This design comes from an exercise in tuning for small area and a short achievable clock period on the open sky130 flow, not from production work.
Where RTL was checked, it was by simulation tests only, not by an equivalence proof against the original.

==> run K: inputs <==
// DaddaKS_16bitMAC
module DaddaKS_16bitMAC(
    input [15:0] a,
    input [15:0] b,
    input clk,
    input rst,
    input cin,
    output reg [31:0] out,
    output cout
);
wire pp_0_0;
wire pp_0_1;
wire pp_0_2;
wire pp_0_3;
wire pp_0_4;
wire pp_0_5;
wire pp_0_6;
wire pp_0_7;
wire pp_0_8;
wire pp_0_9;
wire pp_0_10;
wire pp_0_11;
wire pp_0_12;
wire pp_0_13;
wire pp_0_14;
wire pp_0_15;
wire pp_1_0;
wire pp_1_1;
wire pp_1_2;
wire pp_1_3;
wire pp_1_4;
wire pp_1_5;
wire pp_1_6;
wire pp_1_7;
wire pp_1_8;
wire pp_1_9;
wire pp_1_10;
wire pp_1_11;
wire pp_1_12;
wire pp_1_13;
wire pp_1_14;
wire pp_1_15;
wire pp_2_0;
wire pp_2_1;
wire pp_2_2;
wire pp_2_3;
wire pp_2_4;
wire pp_2_5;
wire pp_2_6;
wire pp_2_7;
wire pp_2_8;
wire pp_2_9;
wire pp_2_10;
wire pp_2_11;
wire pp_2_12;
wire pp_2_13;
wire pp_2_14;
wire pp_2_15;
wire pp_3_0;
wire pp_3_1;
wire pp_3_2;
wire pp_3_3;
wire pp_3_4;
wire pp_3_5;
wire pp_3_6;
wire pp_3_7;
wire pp_3_8;
wire pp_3_9;
wire pp_3_10;
wire pp_3_11;
wire pp_3_12;
wire pp_3_13;
wire pp_3_14;
wire pp_3_15;
wire pp_4_0;
wire pp_4_1;
wire pp_4_2;
wire pp_4_3;
wire pp_4_4;
wire pp_4_5;
wire pp_4_6;
wire pp_4_7;
wire pp_4_8;
wire pp_4_9;
wire pp_4_10;
wire pp_4_11;
wire pp_4_12;
wire pp_4_13;
wire pp_4_14;
wire pp_4_15;
wire pp_5_0;
wire pp_5_1;
wire pp_5_2;
wire pp_5_3;
wire pp_5_4;
wire pp_5_5;
wire pp_5_6;
wire pp_5_7;
wire pp_5_8;
wire pp_5_9;
wire pp_5_10;
wire pp_5_11;
wire pp_5_12;
wire pp_5_13;
wire pp_5_14;
wire pp_5_15;
wire pp_6_0;
wire pp_6_1;
wire pp_6_2;
wire pp_6_3;
wire pp_6_4;
wire pp_6_5;
wire pp_6_6;
wire pp_6_7;
wire pp_6_8;
wire pp_6_9;
wire pp_6_10;
wire pp_6_11;
wire pp_6_12;
wire pp_6_13;
wire pp_6_14;
wire pp_6_15;
wire pp_7_0;
wire pp_7_1;
wire pp_7_2;
wire pp_7_3;
wire pp_7_4;
wire pp_7_5;
wire pp_7_6;
wire pp_7_7;
wire pp_7_8;
wire pp_7_9;
wire pp_7_10;
wire pp_7_11;
  ...
clock: 17.0 ns
lec_check: 0
cap_margin: 20
core_margin: 2
core_utilization: 40
cts_buf_list: sky130_fd_sc_hd__clkbuf_8
setup_slack_margin: 5
slew_margin: 20
synth_hierarchical: 1
standard.sh (not shown) runs the stock make flow with config.mk's settings and CLKGATE_MAP_FILE= SYNTH_SCRIPT=/design/flow/synth_recipe.tcl, a recipe that flattens the netlist after the stock synthesis.
==> flow/flow/run.sh <==
#!/bin/bash
# The standard layout (the standard.sh) with these ORFS settings on top of config.mk's:
#   SETUP_SLACK_MARGIN=7 'BUFFER_PORTS_ARGS=-buffer_cell sky130_fd_sc_hd__buf_1' 'CTS_ARGS=-sink_clustering_enable -repair_clock_nets -buf_list sky130_fd_sc_hd__clkbuf_8 -dont_use_dummy_load'
# and one extra step after global placement: downsize.tcl gives every cell the smallest
# drive strength that keeps the worst setup slack (area recovery; synthesis maps the
# one-gate modules to needlessly large cells).  Each tool's output is in its own log.
set -euo pipefail
bash standard.sh SETUP_SLACK_MARGIN=7 'BUFFER_PORTS_ARGS=-buffer_cell sky130_fd_sc_hd__buf_1' 'CTS_ARGS=-sink_clustering_enable -repair_clock_nets -buf_list sky130_fd_sc_hd__clkbuf_8 -dont_use_dummy_load' place > standard_place.log 2>&1
R=$PWD/orfs/results/sky130hd/DaddaKS_16bitMAC/base
DS_ODB=$R/3_place.odb DS_SDC=$R/3_place.sdc DS_TARGET=7.3 \
  DS_LIB=$FLOW_HOME/platforms/sky130hd/lib/sky130_fd_sc_hd__tt_025C_1v80.lib \
  DS_PLATFORM_DIR=$FLOW_HOME/platforms/sky130hd \
  openroad -no_init -exit flow/downsize.tcl > downsize.log 2>&1
bash standard.sh SETUP_SLACK_MARGIN=7 'BUFFER_PORTS_ARGS=-buffer_cell sky130_fd_sc_hd__buf_1' 'CTS_ARGS=-sink_clustering_enable -repair_clock_nets -buf_list sky130_fd_sc_hd__clkbuf_8 -dont_use_dummy_load' finish > standard_finish.log 2>&1
==> flow/flow/downsize.tcl <==
# Area recovery: give each cell the smallest drive strength of its kind that keeps the
# design's worst setup slack at least DS_TARGET (or the slack it had, if that is lower).
# Reads and rewrites the ODB given in DS_ODB; DS_SDC is its SDC.
read_db $::env(DS_ODB)
read_liberty $::env(DS_LIB)
read_sdc $::env(DS_SDC)
source $::env(DS_PLATFORM_DIR)/setRC.tcl
if {[info exists ::env(DS_PROP)] && $::env(DS_PROP)} { set_propagated_clock [all_clocks] }
estimate_parasitics -placement
set wns0 [sta::worst_slack -max]
set target [expr {min($wns0, $::env(DS_TARGET))}]
puts "downsize: worst slack $wns0, target $target"
set area0 0.0
set saved 0.0
set n 0
set insts [get_cells *]
foreach inst $insts {
  set m [get_property $inst ref_name]
  if {![regexp {^(sky130_fd_sc_hd__[a-z0-9]+)_([0-9]+)$} $m -> base size]} { continue }
  if {[string match *df* $base] || [string match *tap* $base] || [string match *conb* $base] || [string match *clkbuf* $base]} { continue }
  set cands {}
  foreach lc [get_lib_cells */${base}_*] {
    set nm [get_property $lc name]
    if {[regexp "^${base}_(\[0-9\]+)\$" $nm -> s2] && $s2 < $size} { lappend cands [list $s2 $nm] }
  }
  if {![llength $cands]} { continue }
  set cands [lsort -integer -index 0 $cands]
  foreach c $cands {
    set nm [lindex $c 1]
    replace_cell $inst $nm
    if {[sta::worst_slack -max] >= $target} {
      incr n
      puts "downsize: [get_full_name $inst] $m -> $nm"
      break
    }
    replace_cell $inst $m
  }
}
puts "downsize: resized $n cells, worst slack now [sta::worst_slack -max]"
report_design_area
write_db $::env(DS_ODB)
==> run G (differences from run K) <==
--- a/flow/design.v
+++ b/flow/design.v
@@ -786,46 +786,34 @@
 wire c504;
 wire iv505;
 wire s506;
 wire c507;
 wire p_0;
 wire g_0;
-wire t_0;
 wire p_1;
 wire g_1;
-wire t_1;
 wire p_2;
 wire g_2;
-wire t_2;
 wire p_3;
 wire g_3;
-wire t_3;
 wire p_4;
 wire g_4;
-wire t_4;
 wire p_5;
 wire g_5;
-wire t_5;
 wire p_6;
 wire g_6;
-wire t_6;
 wire p_7;
 wire g_7;
-wire t_7;
 wire p_8;
 wire g_8;
-wire t_8;
 wire p_9;
 wire g_9;
-wire t_9;
 wire p_10;
 wire g_10;
-wire t_10;
 wire p_11;
 wire g_11;
-wire t_11;
 wire p_12;
 wire g_12;
 wire t_12;
 wire p_13;
 wire g_13;
 wire t_13;
@@ -861,31 +849,24 @@
 wire t_23;
 wire p_24;
 wire g_24;
 wire t_24;
 wire p_25;
 wire g_25;
-wire t_25;
 wire p_26;
 wire g_26;
-wire t_26;
 wire p_27;
 wire g_27;
-wire t_27;
 wire p_28;
 wire g_28;
-wire t_28;
 wire p_29;
 wire g_29;
-wire t_29;
 wire p_30;
 wire g_30;
-wire t_30;
 wire p_31;
 wire g_31;
-wire t_31;
 wire p_32;
 wire g_32;
 wire G1_0_508;
 wire G3_2_509;
 wire P3_2_510;
 wire G5_4_511;
@@ -1548,46 +1529,34 @@
 full_adder fa222 (.a(c383), .b(s439), .c(c438), .sum(s501), .carry(c502));
 full_adder fa223 (.a(c386), .b(s442), .c(c440), .sum(s503), .carry(c504));
 assign iv505 = ~out[30];
 full_adder fa224 (.a(iv505), .b(pp_15_15), .c(c443), .sum(s506), .carry(c507));
 bxor px0 (.a(pp_0_0), .b(hs444), .y(p_0));
 bnor pg0 (.a(pp_0_0), .b(hs444), .y(g_0));
-nand2 pt0 (.a(pp_0_0), .b(hs444), .y(t_0));
 bxor px1 (.a(hc445), .b(s447), .y(p_1));
 bnor pg1 (.a(hc445), .b(s447), .y(g_1));
-nand2 pt1 (.a(hc445), .b(s447), .y(t_1));
 bxor px2 (.a(c448), .b(s449), .y(p_2));
 bnor pg2 (.a(c448), .b(s449), .y(g_2));
-nand2 pt2 (.a(c448), .b(s449), .y(t_2));
 bxor px3 (.a(c450), .b(s451), .y(p_3));
 bnor pg3 (.a(c450), .b(s451), .y(g_3));
-nand2 pt3 (.a(c450), .b(s451), .y(t_3));
 bxor px4 (.a(c452), .b(s453), .y(p_4));
 bnor pg4 (.a(c452), .b(s453), .y(g_4));
-nand2 pt4 (.a(c452), .b(s453), .y(t_4));
 bxor px5 (.a(c454), .b(s455), .y(p_5));
 bnor pg5 (.a(c454), .b(s455), .y(g_5));
-nand2 pt5 (.a(c454), .b(s455), .y(t_5));
 bxor px6 (.a(c456), .b(s457), .y(p_6));
 bnor pg6 (.a(c456), .b(s457), .y(g_6));
-nand2 pt6 (.a(c456), .b(s457), .y(t_6));
 bxor px7 (.a(c458), .b(s459), .y(p_7));
 bnor pg7 (.a(c458), .b(s459), .y(g_7));
-nand2 pt7 (.a(c458), .b(s459), .y(t_7));
 bxor px8 (.a(c460), .b(s461), .y(p_8));
 bnor pg8 (.a(c460), .b(s461), .y(g_8));
-nand2 pt8 (.a(c460), .b(s461), .y(t_8));
 bxor px9 (.a(c462), .b(s463), .y(p_9));
 bnor pg9 (.a(c462), .b(s463), .y(g_9));
-nand2 pt9 (.a(c462), .b(s463), .y(t_9));
 bxor px10 (.a(c464), .b(s465), .y(p_10));
 bnor pg10 (.a(c464), .b(s465), .y(g_10));
-nand2 pt10 (.a(c464), .b(s465), .y(t_10));
 bxor px11 (.a(c466), .b(s467), .y(p_11));
 bnor pg11 (.a(c466), .b(s467), .y(g_11));
-nand2 pt11 (.a(c466), .b(s467), .y(t_11));
 bxor px12 (.a(c468), .b(s469), .y(p_12));
 bnor pg12 (.a(c468), .b(s469), .y(g_12));
 nand2 pt12 (.a(c468), .b(s469), .y(t_12));
 bxor px13 (.a(c470), .b(s471), .y(p_13));
 bnor pg13 (.a(c470), .b(s471), .y(g_13));
 nand2 pt13 (.a(c470), .b(s471), .y(t_13));
@@ -1623,64 +1592,57 @@
 nand2 pt23 (.a(c490), .b(s491), .y(t_23));
 bxor px24 (.a(c492), .b(s493), .y(p_24));
 bnor pg24 (.a(c492), .b(s493), .y(g_24));
 nand2 pt24 (.a(c492), .b(s493), .y(t_24));
 bxor px25 (.a(c494), .b(s495), .y(p_25));
 bnor pg25 (.a(c494), .b(s495), .y(g_25));
-nand2 pt25 (.a(c494), .b(s495), .y(t_25));
 bxor px26 (.a(c496), .b(s497), .y(p_26));
 bnor pg26 (.a(c496), .b(s497), .y(g_26));
-nand2 pt26 (.a(c496), .b(s497), .y(t_26));
 bxor px27 (.a(c498), .b(s499), .y(p_27));
 bnor pg27 (.a(c498), .b(s499), .y(g_27));
-nand2 pt27 (.a(c498), .b(s499), .y(t_27));
 bxor px28 (.a(c500), .b(s501), .y(p_28));
 bnor pg28 (.a(c500), .b(s501), .y(g_28));
-nand2 pt28 (.a(c500), .b(s501), .y(t_28));
 bxor px29 (.a(c502), .b(s503), .y(p_29));
 bnor pg29 (.a(c502), .b(s503), .y(g_29));
-nand2 pt29 (.a(c502), .b(s503), .y(t_29));
 bxor px30 (.a(c504), .b(s506), .y(p_30));
 bnor pg30 (.a(c504), .b(s506), .y(g_30));
-nand2 pt30 (.a(c504), .b(s506), .y(t_30));
 bxnor px31 (.a(out[31]), .b(c507), .y(p_31));
 bandn pg31 (.a(out[31]), .b(c507), .y(g_31));
-born pt31 (.a(out[31]), .b(c507), .y(t_31));
 assign p_32 = 1'b0;
 assign g_32 = 1'b0;
-aoi21 uG1_0_508 (.a(t_1), .b(g_0), .c(g_1), .y(G1_0_508));
-aoi21 uG3_2_509 (.a(t_3), .b(g_2), .c(g_3), .y(G3_2_509));
-nand2 uP3_2_510 (.a(t_3), .b(t_2), .y(P3_2_510));
-aoi21 uG5_4_511 (.a(t_5), .b(g_4), .c(g_5), .y(G5_4_511));
-nand2 uP5_4_512 (.a(t_5), .b(t_4), .y(P5_4_512));
-aoi21 uG7_6_513 (.a(t_7), .b(g_6), .c(g_7), .y(G7_6_513));
-nand2 uP7_6_514 (.a(t_7), .b(t_6), .y(P7_6_514));
-aoi21 uG9_8_515 (.a(t_9), .b(g_8), .c(g_9), .y(G9_8_515));
-nand2 uP9_8_516 (.a(t_9), .b(t_8), .y(P9_8_516));
-aoi21 uG11_10_517 (.a(t_11), .b(g_10), .c(g_11), .y(G11_10_517));
-nand2 uP11_10_518 (.a(t_11), .b(t_10), .y(P11_10_518));
+aoi21 uG1_0_508 (.a(p_1), .b(g_0), .c(g_1), .y(G1_0_508));
+aoi21 uG3_2_509 (.a(p_3), .b(g_2), .c(g_3), .y(G3_2_509));
+nand2 uP3_2_510 (.a(p_3), .b(p_2), .y(P3_2_510));
+aoi21 uG5_4_511 (.a(p_5), .b(g_4), .c(g_5), .y(G5_4_511));
+nand2 uP5_4_512 (.a(p_5), .b(p_4), .y(P5_4_512));
+aoi21 uG7_6_513 (.a(p_7), .b(g_6), .c(g_7), .y(G7_6_513));
+nand2 uP7_6_514 (.a(p_7), .b(p_6), .y(P7_6_514));
+aoi21 uG9_8_515 (.a(p_9), .b(g_8), .c(g_9), .y(G9_8_515));
+nand2 uP9_8_516 (.a(p_9), .b(p_8), .y(P9_8_516));
+aoi21 uG11_10_517 (.a(p_11), .b(g_10), .c(g_11), .y(G11_10_517));
+nand2 uP11_10_518 (.a(p_11), .b(p_10), .y(P11_10_518));
 aoi21 uG13_12_519 (.a(t_13), .b(g_12), .c(g_13), .y(G13_12_519));
 nand2 uP13_12_520 (.a(t_13), .b(t_12), .y(P13_12_520));
 aoi21 uG15_14_521 (.a(t_15), .b(g_14), .c(g_15), .y(G15_14_521));
 nand2 uP15_14_522 (.a(t_15), .b(t_14), .y(P15_14_522));
 aoi21 uG17_16_523 (.a(t_17), .b(g_16), .c(g_17), .y(G17_16_523));
 nand2 uP17_16_524 (.a(t_17), .b(t_16), .y(P17_16_524));
 aoi21 uG19_18_525 (.a(t_19), .b(g_18), .c(g_19), .y(G19_18_525));
 nand2 uP19_18_526 (.a(t_19), .b(t_18), .y(P19_18_526));
 aoi21 uG21_20_527 (.a(t_21), .b(g_20), .c(g_21), .y(G21_20_527));
 nand2 uP21_20_528 (.a(t_21), .b(t_20), .y(P21_20_528));
 aoi21 uG23_22_529 (.a(t_23), .b(g_22), .c(g_23), .y(G23_22_529));
 nand2 uP23_22_530 (.a(t_23), .b(t_22), .y(P23_22_530));
-aoi21 uG25_24_531 (.a(t_25), .b(g_24), .c(g_25), .y(G25_24_531));
-nand2 uP25_24_532 (.a(t_25), .b(t_24), .y(P25_24_532));
-aoi21 uG27_26_533 (.a(t_27), .b(g_26), .c(g_27), .y(G27_26_533));
-nand2 uP27_26_534 (.a(t_27), .b(t_26), .y(P27_26_534));
-aoi21 uG29_28_535 (.a(t_29), .b(g_28), .c(g_29), .y(G29_28_535));
-nand2 uP29_28_536 (.a(t_29), .b(t_28), .y(P29_28_536));
-aoi21 uG31_30_537 (.a(t_31), .b(g_30), .c(g_31), .y(G31_30_537));
-nand2 uP31_30_538 (.a(t_31), .b(t_30), .y(P31_30_538));
+aoi21 uG25_24_531 (.a(p_25), .b(g_24), .c(g_25), .y(G25_24_531));
+nand2 uP25_24_532 (.a(p_25), .b(t_24), .y(P25_24_532));
+aoi21 uG27_26_533 (.a(p_27), .b(g_26), .c(g_27), .y(G27_26_533));
+nand2 uP27_26_534 (.a(p_27), .b(p_26), .y(P27_26_534));
+aoi21 uG29_28_535 (.a(p_29), .b(g_28), .c(g_29), .y(G29_28_535));
+nand2 uP29_28_536 (.a(p_29), .b(p_28), .y(P29_28_536));
+aoi21 uG31_30_537 (.a(p_31), .b(g_30), .c(g_31), .y(G31_30_537));
+nand2 uP31_30_538 (.a(p_31), .b(p_30), .y(P31_30_538));
 oai21 uG3_0_539 (.a(P3_2_510), .b(G1_0_508), .c(G3_2_509), .y(G3_0_539));
 oai21 uG7_4_540 (.a(P7_6_514), .b(G5_4_511), .c(G7_6_513), .y(G7_4_540));
 nor2 uP7_4_541 (.a(P7_6_514), .b(P5_4_512), .y(P7_4_541));
 oai21 uG11_8_542 (.a(P11_10_518), .b(G9_8_515), .c(G11_10_517), .y(G11_8_542));
 nor2 uP11_8_543 (.a(P11_10_518), .b(P9_8_516), .y(P11_8_543));
 oai21 uG15_12_544 (.a(P15_14_522), .b(G13_12_519), .c(G15_14_521), .y(G15_12_544));
@@ -1718,31 +1680,31 @@
 oai21 uG17_0_576 (.a(P17_16_524), .b(gi575), .c(G17_16_523), .y(G17_0_576));
 oai21 uG21_0_577 (.a(P21_20_528), .b(G19_0_569), .c(G21_20_527), .y(G21_0_577));
 assign gi578 = ~G23_0_566;
 oai21 uG25_0_579 (.a(P25_24_532), .b(gi578), .c(G25_24_531), .y(G25_0_579));
 oai21 uG29_0_580 (.a(P29_28_536), .b(G27_0_570), .c(G29_28_535), .y(G29_0_580));
 assign gi581 = ~G1_0_508;
-aoi21 uG2_0_582 (.a(t_2), .b(gi581), .c(g_2), .y(G2_0_582));
-aoi21 uG4_0_583 (.a(t_4), .b(G3_0_539), .c(g_4), .y(G4_0_583));
-aoi21 uG6_0_584 (.a(t_6), .b(G5_0_572), .c(g_6), .y(G6_0_584));
+aoi21 uG2_0_582 (.a(p_2), .b(gi581), .c(g_2), .y(G2_0_582));
+aoi21 uG4_0_583 (.a(p_4), .b(G3_0_539), .c(g_4), .y(G4_0_583));
+aoi21 uG6_0_584 (.a(p_6), .b(G5_0_572), .c(g_6), .y(G6_0_584));
 assign gi585 = ~G7_0_554;
-aoi21 uG8_0_586 (.a(t_8), .b(gi585), .c(g_8), .y(G8_0_586));
-aoi21 uG10_0_587 (.a(t_10), .b(G9_0_573), .c(g_10), .y(G10_0_587));
+aoi21 uG8_0_586 (.a(p_8), .b(gi585), .c(g_8), .y(G8_0_586));
+aoi21 uG10_0_587 (.a(p_10), .b(G9_0_573), .c(g_10), .y(G10_0_587));
 assign gi588 = ~G11_0_568;
 aoi21 uG12_0_589 (.a(t_12), .b(gi588), .c(g_12), .y(G12_0_589));
 aoi21 uG14_0_590 (.a(t_14), .b(G13_0_574), .c(g_14), .y(G14_0_590));
 aoi21 uG16_0_591 (.a(t_16), .b(G15_0_561), .c(g_16), .y(G16_0_591));
 aoi21 uG18_0_592 (.a(t_18), .b(G17_0_576), .c(g_18), .y(G18_0_592));
 assign gi593 = ~G19_0_569;
 aoi21 uG20_0_594 (.a(t_20), .b(gi593), .c(g_20), .y(G20_0_594));
 aoi21 uG22_0_595 (.a(t_22), .b(G21_0_577), .c(g_22), .y(G22_0_595));
 aoi21 uG24_0_596 (.a(t_24), .b(G23_0_566), .c(g_24), .y(G24_0_596));
-aoi21 uG26_0_597 (.a(t_26), .b(G25_0_579), .c(g_26), .y(G26_0_597));
+aoi21 uG26_0_597 (.a(p_26), .b(G25_0_579), .c(g_26), .y(G26_0_597));
 assign gi598 = ~G27_0_570;
-aoi21 uG28_0_599 (.a(t_28), .b(gi598), .c(g_28), .y(G28_0_599));
-aoi21 uG30_0_600 (.a(t_30), .b(G29_0_580), .c(g_30), .y(G30_0_600));
+aoi21 uG28_0_599 (.a(p_28), .b(gi598), .c(g_28), .y(G28_0_599));
+aoi21 uG30_0_600 (.a(p_30), .b(G29_0_580), .c(g_30), .y(G30_0_600));
 assign sum_0 = p_0;
 bxor sx1 (.a(p_1), .b(g_0), .y(sum_1));
 bxnor sx2 (.a(p_2), .b(G1_0_508), .y(sum_2));
 bxnor sx3 (.a(p_3), .b(G2_0_582), .y(sum_3));
 bxor sx4 (.a(p_4), .b(G3_0_539), .y(sum_4));
 bxnor sx5 (.a(p_5), .b(G4_0_583), .y(sum_5));
==> flow/flow/run.sh (replaced) <==
#!/bin/bash
# The standard layout (the standard.sh) with these ORFS settings on top of config.mk's:
#   SETUP_SLACK_MARGIN=6 'BUFFER_PORTS_ARGS=-buffer_cell sky130_fd_sc_hd__buf_1' 'CTS_ARGS=-sink_clustering_enable -repair_clock_nets -buf_list sky130_fd_sc_hd__clkbuf_8 -dont_use_dummy_load'
# and one extra step after global placement: downsize.tcl gives every cell the smallest
# drive strength that keeps the worst setup slack (area recovery; synthesis maps the
# one-gate modules to needlessly large cells).  Each tool's output is in its own log.
set -euo pipefail
bash standard.sh SETUP_SLACK_MARGIN=6 'BUFFER_PORTS_ARGS=-buffer_cell sky130_fd_sc_hd__buf_1' 'CTS_ARGS=-sink_clustering_enable -repair_clock_nets -buf_list sky130_fd_sc_hd__clkbuf_8 -dont_use_dummy_load' place > standard_place.log 2>&1
R=$PWD/orfs/results/sky130hd/DaddaKS_16bitMAC/base
DS_ODB=$R/3_place.odb DS_SDC=$R/3_place.sdc DS_TARGET=6.3 \
  DS_LIB=$FLOW_HOME/platforms/sky130hd/lib/sky130_fd_sc_hd__tt_025C_1v80.lib \
  DS_PLATFORM_DIR=$FLOW_HOME/platforms/sky130hd \
  openroad -no_init -exit flow/downsize.tcl > downsize.log 2>&1
bash standard.sh SETUP_SLACK_MARGIN=6 'BUFFER_PORTS_ARGS=-buffer_cell sky130_fd_sc_hd__buf_1' 'CTS_ARGS=-sink_clustering_enable -repair_clock_nets -buf_list sky130_fd_sc_hd__clkbuf_8 -dont_use_dummy_load' finish > standard_finish.log 2>&1
CORE_UTILIZATION = 55   (was 40)
CTS_BUF_LIST = unset   (was sky130_fd_sc_hd__clkbuf_8)
==> qor summary <==
item	run K	run G
Routed length per placed instance	19.0 um	19.6 um
Signal buffers share of area	0.0760	0.0653
Status	complete, no violations	complete, no violations
Initial DRC Count	380	361
Syn_area_per_cell	10.2 um^2	10.4 um^2
Number of iterations in the first detailed-routing pass	6	5
Share of the core filled with cells in the final layout	0.418	0.574
Gpl congestion	0.849	0.896
Post-CTS Setup Repair Bufs	19	9
Net count, final	1,159	1,126
Post-synthesis instance area	8740 um^2	8660 um^2
Number of rows in the core area	54	45
Area of all placed cells without fillers	9040 um^2	8790 um^2
Die Footprint	23,000 um^2	16,800 um^2
Starting Density	0.404	0.566
Post-synth net total	1,114	1,096
Number of cells in the finished layout apart from fillers	1,177	1,075
Resize count post-CTS	139	135
Multi-input combinational gate total	724	706
Worst endpoint data arrival time	7650 ps	7600 ps
Only the layout flow was run in run K; the RTL was not checked for function there.

==> afterwards: timing with drivers on the ports <==
No port has a modelled driver above. Below, the same layouts with a new extraction and two added sets of constraints. Step 1 assumes that a clkbuf_16 drives the clock port and a buf_2 every other input. Step 2, shift: input delay + t, output delay - t, t = (earliest + latest rising clock arrival at the registers) / 2. This alone moves slack from input paths to output paths. Slacks: ideal ports / drivers / drivers and shift; pairs: ideal ports / drivers.
run | t (ns) | setup WS [ns] | worst register clock-pin slew, ns | pins driven straight from the clock port
run K | 0.347 | 5.950 / 5.921 / 5.921 | 0.08 / 0.08 | 1
run G | 0.351 | 5.997 / 5.954 / 5.954 | 0.08 / 0.08 | 1
After both steps every run listed still meets setup and hold. For run G, which loses most, drivers alone change the setup slack by -0.043 ns; drivers and shift together by -0.043 ns.
